Context: an optimization exercise on an open-source flow, tuned for small area. The choices shown serve that exercise and are no tape-out recipe. In this exercise RTL edits were held to simulation tests only and were not proved equivalent to the original. In this run the design's own scripts or RTL, not TritonCTS, make the clock network. The clock port is modelled as an ideal driver, which makes a skipped or thinned clock tree look cheaper than it is; a real chip needs a root buffer or a tree. Power is estimated from default activity; no workload was simulated.

`flow/flow/run.sh`:
```
#!/bin/bash
# Standard synthesis, then a stronger area re-optimisation of its combinational logic
# (every flip-flop kept as it is), then the standard layout with small port buffers
# and a single clock buffer. Each tool's output goes to its own log file here.
set -euo pipefail
R=orfs/results/${FLOW_PLATFORM}/LiftController/base
YOSYS=$FLOW_HOME/../tools/install/yosys/bin/yosys
[[ -x $YOSYS ]] || YOSYS=yosys
LIB=$FLOW_HOME/platforms/${FLOW_PLATFORM}/lib/sky130_fd_sc_hd__tt_025C_1v80.lib

bash standard.sh synth > synth.log 2>&1
cp $R/1_2_yosys.v std_yosys.v

# several seeds of the same re-optimisation, four at a time; keep the smallest
SEEDS="1 2 3 4 5 6 7 8 9 10 11 12 13 14 15 16"
for s in $SEEDS; do
  sed "s/@SEED@/$s/" flow/deep.abc > deep_$s.abc
  REOPT_LIB=$LIB REOPT_DONTUSE=flow/dontuse.txt REOPT_IN=std_yosys.v REOPT_SCRIPT=deep_$s.abc \
  REOPT_OUT=reopt_$s.v REOPT_STAT=reopt_stat_$s.txt $YOSYS -c flow/reopt.tcl > reopt_$s.log 2>&1 &
  if (( s % 4 == 0 )); then wait; fi
done
wait
best=""; barea=""
for s in $SEEDS; do
  a=$(grep -i "chip area" reopt_stat_$s.txt | awk '{print $NF}') || continue
  [[ -n "$a" ]] || continue
  if [[ -z "$barea" ]] || awk "BEGIN{exit !($a < $barea)}"; then best=$s; barea=$a; fi
done
echo "seed $best area $barea" > reopt_choice.txt
if [[ -n "$best" ]]; then
  cp reopt_$best.v $R/1_2_yosys.v
  rm -f $R/1_synth.odb $R/1_synth.sdc
  bash standard.sh synth > synth_odb.log 2>&1
fi

# small port buffers; one clock buffer for all flip-flops instead of an H-tree
BUFFER_PORTS_ARGS="-buffer_cell sky130_fd_sc_hd__buf_1" PRE_CTS_TCL=$(pwd)/flow/one_clkbuf.tcl \
  bash standard.sh > layout.log 2>&1
```
`flow/flow/deep.abc`:
```
strash
&get -n
&deepsyn -T 60 -S @SEED@
&put
dch -f
amap -m -F 4 -A 10 -C 1000
```
`flow/flow/dontuse.txt`:
```
-dont_use sky130_fd_sc_hd__lpflow_bleeder_1 -dont_use sky130_fd_sc_hd__lpflow_clkbufkapwr_1 -dont_use sky130_fd_sc_hd__lpflow_clkbufkapwr_16 -dont_use sky130_fd_sc_hd__lpflow_clkbufkapwr_2 -dont_use sky130_fd_sc_hd__lpflow_clkbufkapwr_4 -dont_use sky130_fd_sc_hd__lpflow_clkbufkapwr_8 -dont_use sky130_fd_sc_hd__lpflow_clkinvkapwr_1 -dont_use sky130_fd_sc_hd__lpflow_clkinvkapwr_16 -dont_use sky130_fd_sc_hd__lpflow_clkinvkapwr_2 -dont_use sky130_fd_sc_hd__lpflow_clkinvkapwr_4 -dont_use sky130_fd_sc_hd__lpflow_clkinvkapwr_8 -dont_use sky130_fd_sc_hd__lpflow_decapkapwr_12 -dont_use sky130_fd_sc_hd__lpflow_decapkapwr_3 -dont_use sky130_fd_sc_hd__lpflow_decapkapwr_4 -dont_use sky130_fd_sc_hd__lpflow_decapkapwr_6 -dont_use sky130_fd_sc_hd__lpflow_decapkapwr_8 -dont_use sky130_fd_sc_hd__lpflow_inputiso0n_1 -dont_use sky130_fd_sc_hd__lpflow_inputiso0p_1 -dont_use sky130_fd_sc_hd__lpflow_inputiso1n_1 -dont_use sky130_fd_sc_hd__lpflow_inputiso1p_1 -dont_use sky130_fd_sc_hd__lpflow_inputisolatch_1 -dont_use sky130_fd_sc_hd__lpflow_isobufsrc_1 -dont_use sky130_fd_sc_hd__lpflow_isobufsrc_16 -dont_use sky130_fd_sc_hd__lpflow_isobufsrc_2 -dont_use sky130_fd_sc_hd__lpflow_isobufsrc_4 -dont_use sky130_fd_sc_hd__lpflow_isobufsrc_8 -dont_use sky130_fd_sc_hd__lpflow_isobufsrckapwr_16 -dont_use sky130_fd_sc_hd__lpflow_lsbuf_lh_hl_isowell_tap_1 -dont_use sky130_fd_sc_hd__lpflow_lsbuf_lh_hl_isowell_tap_2 -dont_use sky130_fd_sc_hd__lpflow_lsbuf_lh_hl_isowell_tap_4 -dont_use sky130_fd_sc_hd__lpflow_lsbuf_lh_isowell_4 -dont_use sky130_fd_sc_hd__lpflow_lsbuf_lh_isowell_tap_1 -dont_use sky130_fd_sc_hd__lpflow_lsbuf_lh_isowell_tap_2 -dont_use sky130_fd_sc_hd__lpflow_lsbuf_lh_isowell_tap_4 -dont_use sky130_fd_sc_hd__probe_p_8 -dont_use sky130_fd_sc_hd__probec_p_8 
```
`flow/flow/one_clkbuf.tcl`:
```
# Clock distribution for a small design: one clock buffer drives every flip-flop clock pin
# (the clock port then feeds a single cell), in place of the H-tree that CTS builds.
set cb_master_name [expr {[info exists ::env(ONE_CLKBUF)] ? $::env(ONE_CLKBUF) : "sky130_fd_sc_hd__clkbuf_8"}]
set block [ord::get_db_block]
set db [ord::get_db]
set master [$db findMaster $cb_master_name]
set clknet [$block findNet clk]
set leaf [odb::dbNet_create $block clknet_leaf]
$leaf setSigType CLOCK
set buf [odb::dbInst_create $block $master clkbuf_leaf]
set sx 0; set sy 0; set n 0
foreach it [$clknet getITerms] {
  set inst [$it getInst]
  if {$inst eq $buf} { continue }
  $it disconnect
  $it connect $leaf
  set bb [$inst getBBox]
  set sx [expr {$sx + ([$bb xMin] + [$bb xMax]) / 2}]
  set sy [expr {$sy + ([$bb yMin] + [$bb yMax]) / 2}]
  incr n
}
[$buf findITerm A] connect $clknet
[$buf findITerm X] connect $leaf
$buf setLocation [expr {$sx / $n}] [expr {$sy / $n}]
$buf setPlacementStatus PLACED
global_connect
puts "one_clkbuf: $cb_master_name drives $n clock pins"
proc clock_tree_synthesis {args} { puts "one_clkbuf: clock_tree_synthesis skipped" }
set_propagated_clock [all_clocks]
```
`flow/flow/reopt.tcl`:
```
# Re-optimise the combinational logic of the standard synthesis netlist, keeping every
# flip-flop instance (name, cell type, connections to its own nets) as it is.
set lib $::env(REOPT_LIB)
set dont_use [split [string trim [read [open $::env(REOPT_DONTUSE)]]]]
yosys read_liberty -ignore_miss_func $lib
yosys read_verilog $::env(REOPT_IN)
yosys hierarchy -top LiftController
yosys setattr -mod -set keep_hierarchy 1 sky130_fd_sc_hd__*df* sky130_fd_sc_hd__*dl*
yosys flatten
yosys rename -hide w:*.*
yosys opt_clean -purge
yosys techmap
yosys opt -fast
yosys abc -script $::env(REOPT_SCRIPT) -liberty $lib {*}$dont_use
yosys opt_clean -purge
yosys hilomap -singleton -hicell sky130_fd_sc_hd__conb_1 HI -locell sky130_fd_sc_hd__conb_1 LO
yosys splitnets
yosys insbuf -buf sky130_fd_sc_hd__buf_4 A X
yosys opt_clean -purge
yosys blackbox sky130_fd_sc_hd__*df* sky130_fd_sc_hd__*dl*
yosys tee -o $::env(REOPT_STAT) stat -liberty $lib
yosys select LiftController
yosys write_verilog -noattr -nohex -nodec -selected $::env(REOPT_OUT)
```
`flow/standard.sh`:
```
#!/bin/bash
# synth_recipe.tcl (not shown) runs the flow's synth.tcl, then flattens the netlist and writes it again
# the make line also repeats each setting of config.mk as NAME=value (left out here)
make -C /OpenROAD-flow-scripts/flow DESIGN_CONFIG=/design/flow/config.mk WORK_HOME=/design/flow/orfs CLKGATE_MAP_FILE= SYNTH_SCRIPT=/design/flow/synth_recipe.tcl "${@:-finish}"
```
`flow/config.mk`:
```
export PLATFORM = sky130hd
export DESIGN_NAME = LiftController
export DESIGN_NICKNAME = LiftController
export VERILOG_FILES = /design/flow/design.v
export SDC_FILE = /design/flow/constraint.sdc
export NUM_CORES = 4
export LEC_CHECK = 0
export CAP_MARGIN = 20
export CORE_AREA = 2.3 2.72 77.74 76.16
export DIE_AREA = 0 0 80 80
export GPL_TIMING_DRIVEN = 0
export SLEW_MARGIN = 20
```
`flow/constraint.sdc`:
```
create_clock -name core_clock -period 5.0 [get_ports {clk}]
set_input_delay 1.0000 -clock core_clock [delete_from_list [all_inputs] [get_ports {clk}]]
set_output_delay 1.0000 -clock core_clock [all_outputs]
set_load 0.01 [all_outputs]
```
`flow/design.v`:
```
module LiftController(d_up, d_down, f, p_dir, rfloor, clk, reset);
input  [3:0] d_up;
input  [3:0] d_down;
input  [4:0] f;
output [1:0] p_dir;
input  clk, reset;
output reg [2:0] rfloor;
localparam [3:0] S0 = {2'b10, 2'd2};
reg [3:0] pstate, nstate;
reg [1:0] count;
reg       nz;     
reg       pdir;   
reg       rdir;
reg       idle;   
assign p_dir = {pdir & ~idle, ~(pdir | idle)};
wire none = ~(|f | |d_up | |d_down);
wire [1:0] g = pstate[3:2];
wire [1:0] i = (pstate[1:0] == 2'd0) ? 2'd2 : (pstate[1:0] == 2'd1) ? 2'd3 : (pstate[1:0] == 2'd2) ? 2'd0 : 2'd1;
wire i0 = (i == 2'd0), i1 = (i == 2'd1), i3 = (i == 2'd3);
wire isU  = (g == 2'd0);
wire isD  = (g == 2'd1);
wire isS  = (g == 2'd2);           
wire isS0 = isS & i0;
wire isSk = isS & ~i0;             
wire isS1 = isS & i1;
wire isS2 = isS & (i == 2'd2);
wire isS4 = (g == 2'd3) & i0;
wire isM  = (g == 2'd3) & ~i0;
wire mv   = ~g[1] | isM;
wire atk  = isSk & (rfloor[1:0] == i);    
wire upen = isU & ~i3 | isS0 | atk | isM & pdir & ~i3;
wire [4:1] ge = {upen, upen & (i != 2'd3), upen & ~i[1], upen & i0};
wire dnen = isD & ~i1 | isS4 | atk | isM & ~pdir & ~i1;
wire [3:0] le = {4{dnen}} & {i0, i0 | i3, i0 | i[1], 1'b1};    
wire [4:1] fu = f[4:1] & ge;
wire [4:1] hu_u = {1'b0, d_up[3:1]} & ge;
wire [4:1] hu_d = d_down[3:0] & ge & {1'b1, {3{~mv}}};
wire [4:1] hu = hu_u | hu_d;
reg [2:0] fu_fl, hu_fl; reg hu_rd;
always @* begin
    casez (fu)
    4'b???1: fu_fl = 3'd1;
    4'b??10: fu_fl = 3'd2;
    4'b?100: fu_fl = 3'd3;
    default: fu_fl = 3'd4;
    endcase
    casez (hu)
    4'b???1: begin hu_fl = 3'd1; hu_rd = hu_u[1]; end
    4'b??10: begin hu_fl = 3'd2; hu_rd = hu_u[2]; end
    4'b?100: begin hu_fl = 3'd3; hu_rd = hu_u[3]; end
    default: begin hu_fl = 3'd4; hu_rd = 1'b0; end
    endcase
end
wire fu_hit = |fu;
wire hu_hit = |hu;
wire hfirst = (isS1 & rdir) | (isS2 & ~rdir);
wire s1q = isS1 & ~rdir;
wire hu_en = ~(s1q & |f[4:1]);
wire use_h = hu_en & hu_hit & (hfirst | ~fu_hit);
wire u_hit = fu_hit | (hu_en & hu_hit);
wire [2:0] u_fl = use_h ? hu_fl : fu_fl;
wire u_rd = use_h ? hu_rd : 1'b1;
wire u_pd = ~s1q | use_h;
wire [3:0] fd = f[3:0] & le;
wire [3:0] hd_u = d_up[3:0] & le & {{3{~mv}}, 1'b1};
wire [3:0] hd_d = {d_down[2:0], 1'b0} & le;
wire [3:0] hd = hd_u | hd_d;
reg [2:0] fd_fl, hd_fl; reg hd_rd;
always @* begin
    casez (fd)
    4'b1???: fd_fl = 3'd3;
    4'b01??: fd_fl = 3'd2;
    4'b001?: fd_fl = 3'd1;
    default: fd_fl = 3'd0;
    endcase
    casez (hd)
    4'b1???: begin hd_fl = 3'd3; hd_rd = hd_u[3]; end
    4'b01??: begin hd_fl = 3'd2; hd_rd = hd_u[2]; end
    4'b001?: begin hd_fl = 3'd1; hd_rd = hd_u[1]; end
    default: begin hd_fl = 3'd0; hd_rd = hd_u[0] & ~(isS1 & rdir); end
    endcase
end
wire fd_hit = |fd;
wire d_hit = fd_hit | |hd;
wire [2:0] d_fl = fd_hit ? fd_fl : hd_fl;
wire d_rd = ~fd_hit & hd_rd;
wire sel_u = u_hit & ~(atk & ~rdir & d_hit);
wire sel_d = d_hit & ~(atk & rdir & u_hit);
wire [2:0] rf = sel_u ? u_fl : sel_d ? d_fl : rfloor;
wire rd = sel_u ? u_rd : sel_d ? d_rd : rdir;
wire go = ~none & (isS0 & (u_hit | rfloor != 3'd0) | isS4 & (d_hit | ~rfloor[2]) |
                   isSk & (~atk | u_hit | d_hit));
wire pd = isU | sel_u & u_pd | isS0 & rfloor != 3'd0 | pdir & ~isD & ~sel_d;
wire c2 = count[1];
wire [1:0] cnt = ~g[1] ? {count[0], ~(count[0] | count[1])} : count;
wire [3:0] tgt = 4'b0001 << (isU ? i + 2'd1 : i - 2'd1);    
wire arrive = isU & (i3 | |(tgt[3:1] & (f[3:1] | d_up[3:1]))) |
              isD & (i1 | |(tgt[3:1] & (f[3:1] | d_down[2:0])));
wire z = g[1] ? (~isM & ~go) : (nz | ~c2 & arrive);
wire leave = isM | go;
wire up = pd & ~isS4;
wire [3:0] nsl = ~g[1] ? (c2 ? (isU ? {1'b1, ~nz | i3, i + 2'd1} : {1'b1, ~nz & ~i1, i - 2'd1}) : {g, i})
                       : (leave ? {1'b0, ~up, i} : {g, i});
wire [3:0] ns = {nsl[3:2], (nsl[1:0] == 2'd0) ? 2'd2 : (nsl[1:0] == 2'd1) ? 2'd3 : (nsl[1:0] == 2'd2) ? 2'd0 : 2'd1};
always @(posedge clk) begin
    if (reset) begin
        pstate <= S0; nstate <= S0; count <= 2'd0; nz <= 1'b1;
        pdir <= 1'b1; rdir <= 1'b0; rfloor <= 3'd0; idle <= 1'b1;
    end else begin
        pstate <= nstate;
        nstate <= ns; rfloor <= rf; rdir <= rd; count <= cnt; nz <= z; pdir <= pd;
        idle <= none;
    end
end
endmodule
```
==> flow_summary.toml <==
[route]
wl_per_cell_um = 13.7
vias_per_cell = 5.03
drtIter0Drc = 147
firstDrtPassIters = 5
ant_nets = 0
wl_um = 3520
dr_total_vias = 1292
drc = 0

[worst_hold_path]
hp-class = "flop to flop"

[sta]
finalSetupViolations = 0
skew_ns = 0.00132
fin_crit_ns = 3.58
fin_tns_setup_ns = 0
rsz0062_at_grt = "no"
tightestPinTransition_ns = 0.716
hold_viol_final = 0
period_share = 0.717
relSlewSlack = 0.517
fmax_ghz = 0.279
drv_slew = 0

[grt]
grt_max_degree = 18
grt_pass1_wl_um = 5740
grt_util_all_layers = 0.107
grt_pass1_vias = 1223
grt-ovfl-total = 0
antenna_found_initial = 0

[worst_setup_path]
worstSetupStartpointType = "flop"
crit_type = "flop to flop"
slowest_stage = "dfxtp_1"
endpoint_kind = "flop"
cp.required_ns = 5.08
crit_buf_inv = 3
crit_family = "compound AO/OA/AOI/OAI gates"
slowest_delay_ns = 0.52
critical_path_arrival_ns = 3.66
path_cells = "clkinv_1 > nor2_1 > nand3_1 > o21ai_0 > nand2b_1 > nor2_1 > clkinv_1 > a31oi_1 > o21bai_1 > a31oi_1 > clkinv_1 > o22a_1 > o21ai_0 > nand2_1 > a221o_1 > o22ai_1"
worstPathMaxFanout = 9
crit_path_frequent_cell = "clkinv_1"

[flow_run]
cap_violations = 0

[floorplan]
die_h_um = 80
rows = 27
coreArea_mm2 = 0.00554
fp.dieArea_mm2 = 0.00640
start_util = 0.200
die_width_um = 80
ios = 20

[finish]
area_growth_pct = 15.8
nets = 202
antenna_cells = 0
final_area_mm2 = 0.00128
fill_cells = 650
layout-drive-gt1-share = 0.00541

[logic_synthesis]
netlist_area_mm2 = 0.00111
syn_avg_cell_area_um2 = 6.72
synthCells = 165
ys_warn_count = 1
syn_nets = 180

[placed_design]
place_congestion = 0.921
numPortBuffers = 19
placed_cell_area_mm2 = 0.00127
place_hpwl_um = 2830

[run_status]
status = "finished clean"

[clock_network]
cts_resized = 0
post_cts_buffers = 0
cts-hold-fix-buffers = 0
clk_latency_ns = 0.16
cts.clk_slew.worst_paths_ns = 0.10

[power_and_ir_drop]
ir_worst_vdd_mv = 0.0948
p_leak_nw = 0.421
power_density_mw_per_mm2 = 195
-- worst reg2reg max path, stage by stage (launching register included) --
cell and delay [ns]:
dfxtp_1 0.52, clkinv_1 0.35, nor2_1 0.34, nand3_1 0.14, o21ai_0 0.14, nand2b_1 0.17, nor2_1 0.07, clkinv_1 0.04
a31oi_1 0.10, o21bai_1 0.22, a31oi_1 0.22, clkinv_1 0.14, o22a_1 0.21, o21ai_0 0.14, nand2_1 0.17, a221o_1 0.36
o22ai_1 0.18
-- per-stage QoR --
stage	util	setup slack (ns)	std cells	hold WS (ns)	power (W)
5_1_grt	0.232	1.02	257	0.443	0.000264
2_1_floorplan	-	2.03	165	0.391	0.000181
4_1_cts	0.232	1.46	257	0.431	0.000254
3_3_place_gp	0.229	1.40	256	0.397	0.000200
3_5_place_dp	0.229	1.41	256	0.405	0.000201
6_report	0.232	1.42	257	0.423	0.000250
-- cells in the final DEF, fill, tap and decap left out, types with 4 or more instances in the layout --
| cell | count |
|---|---|
| a31oi_1 | 6 |
| nor3_1 | 9 |
| a21oi_1 | 4 |
| nor2_1 | 36 |
| o22ai_1 | 5 |
| clkinv_1 | 25 |
| nand2_1 | 7 |
| o21ai_0 | 15 |
| buf_1 | 19 |
| dfxtp_1 | 17 |
| nand3_1 | 4 |
-- cell type report --
class / count / area (um^2) / share of cell area
repair buffers: 19 / 71.3 / 0.0556
flip-flops and latches: 17 / 340 / 0.265
well taps: 72 / 90.1 / 0.0702
inverters: 25 / 93.8 / 0.0731
multi-input cells: 123 / 674 / 0.525
plain buffers: 1 / 13.8 / 0.0107
-- state kept, by name (all words and copies together), names as in the netlist --
| name | count |
|---|---|
| nz | 1 |
| count | 2 |
| pstate | 4 |
| idle | 1 |
| rdir | 1 |
| rfloor | 3 |
| nstate | 4 |
| pdir | 1 |
-- final timing paths --
kind                   from         to  slack, ns  cells after the start
setup / recovery  pstate[3]  nstate[2]       1.42                     16
hold / removal    nstate[1]  pstate[1]       0.42                      1
setup reg to reg  pstate[3]  nstate[2]       1.42                     16
hold reg to reg   nstate[1]  pstate[1]       0.42                      1
-- power breakdown --
group | leakage [nW] | internal, W | switching (W)
Sequential | 0.140 | 0.000141 | 0.00000498
Clock | 0.00719 | 0.0000186 | 0.0000329
Combinational | 0.274 | 0.0000187 | 0.0000337
-- layer usage --
metal  vias to the layer above  share of wire  GRT usage  wire length (um)
met5                         -              0          0                 0
met4                         0          0.012     0.0237                44
met3                         6          0.094    0.00792               330
met2                        73           0.42      0.163              1470
met1                       573           0.48      0.163              1680
li1                        640              -          -                 -

## separate check: timing with driven ports
The flow's constraints put no driver on any port. The routed layout listed below was extracted and timed again, unchanged, in two steps. Step 1: set_driving_cell puts a clkbuf_16 on clk and a buf_2 on each other input, an assumption about the parent block. Step 2 also shifts input and output timing later by t, the mid clock arrival at the registers, as if the neighbouring blocks saw the same clock. a / b / c = no drivers / after step 1 / after step 2; a / b = the first two.
t, ns: 0.181
slack for setup (ns): 1.416 / 1.416 / 1.326
worst hold slack (ns): 0.423 / 0.423 / 0.423
worst setup path after step 2: input to register
worst data-port slew with drivers (ns): 0.03
After both steps setup and hold are still met in this run. The setup slack of this run moves by 0.000 ns with the drivers and by -0.090 ns with both steps.
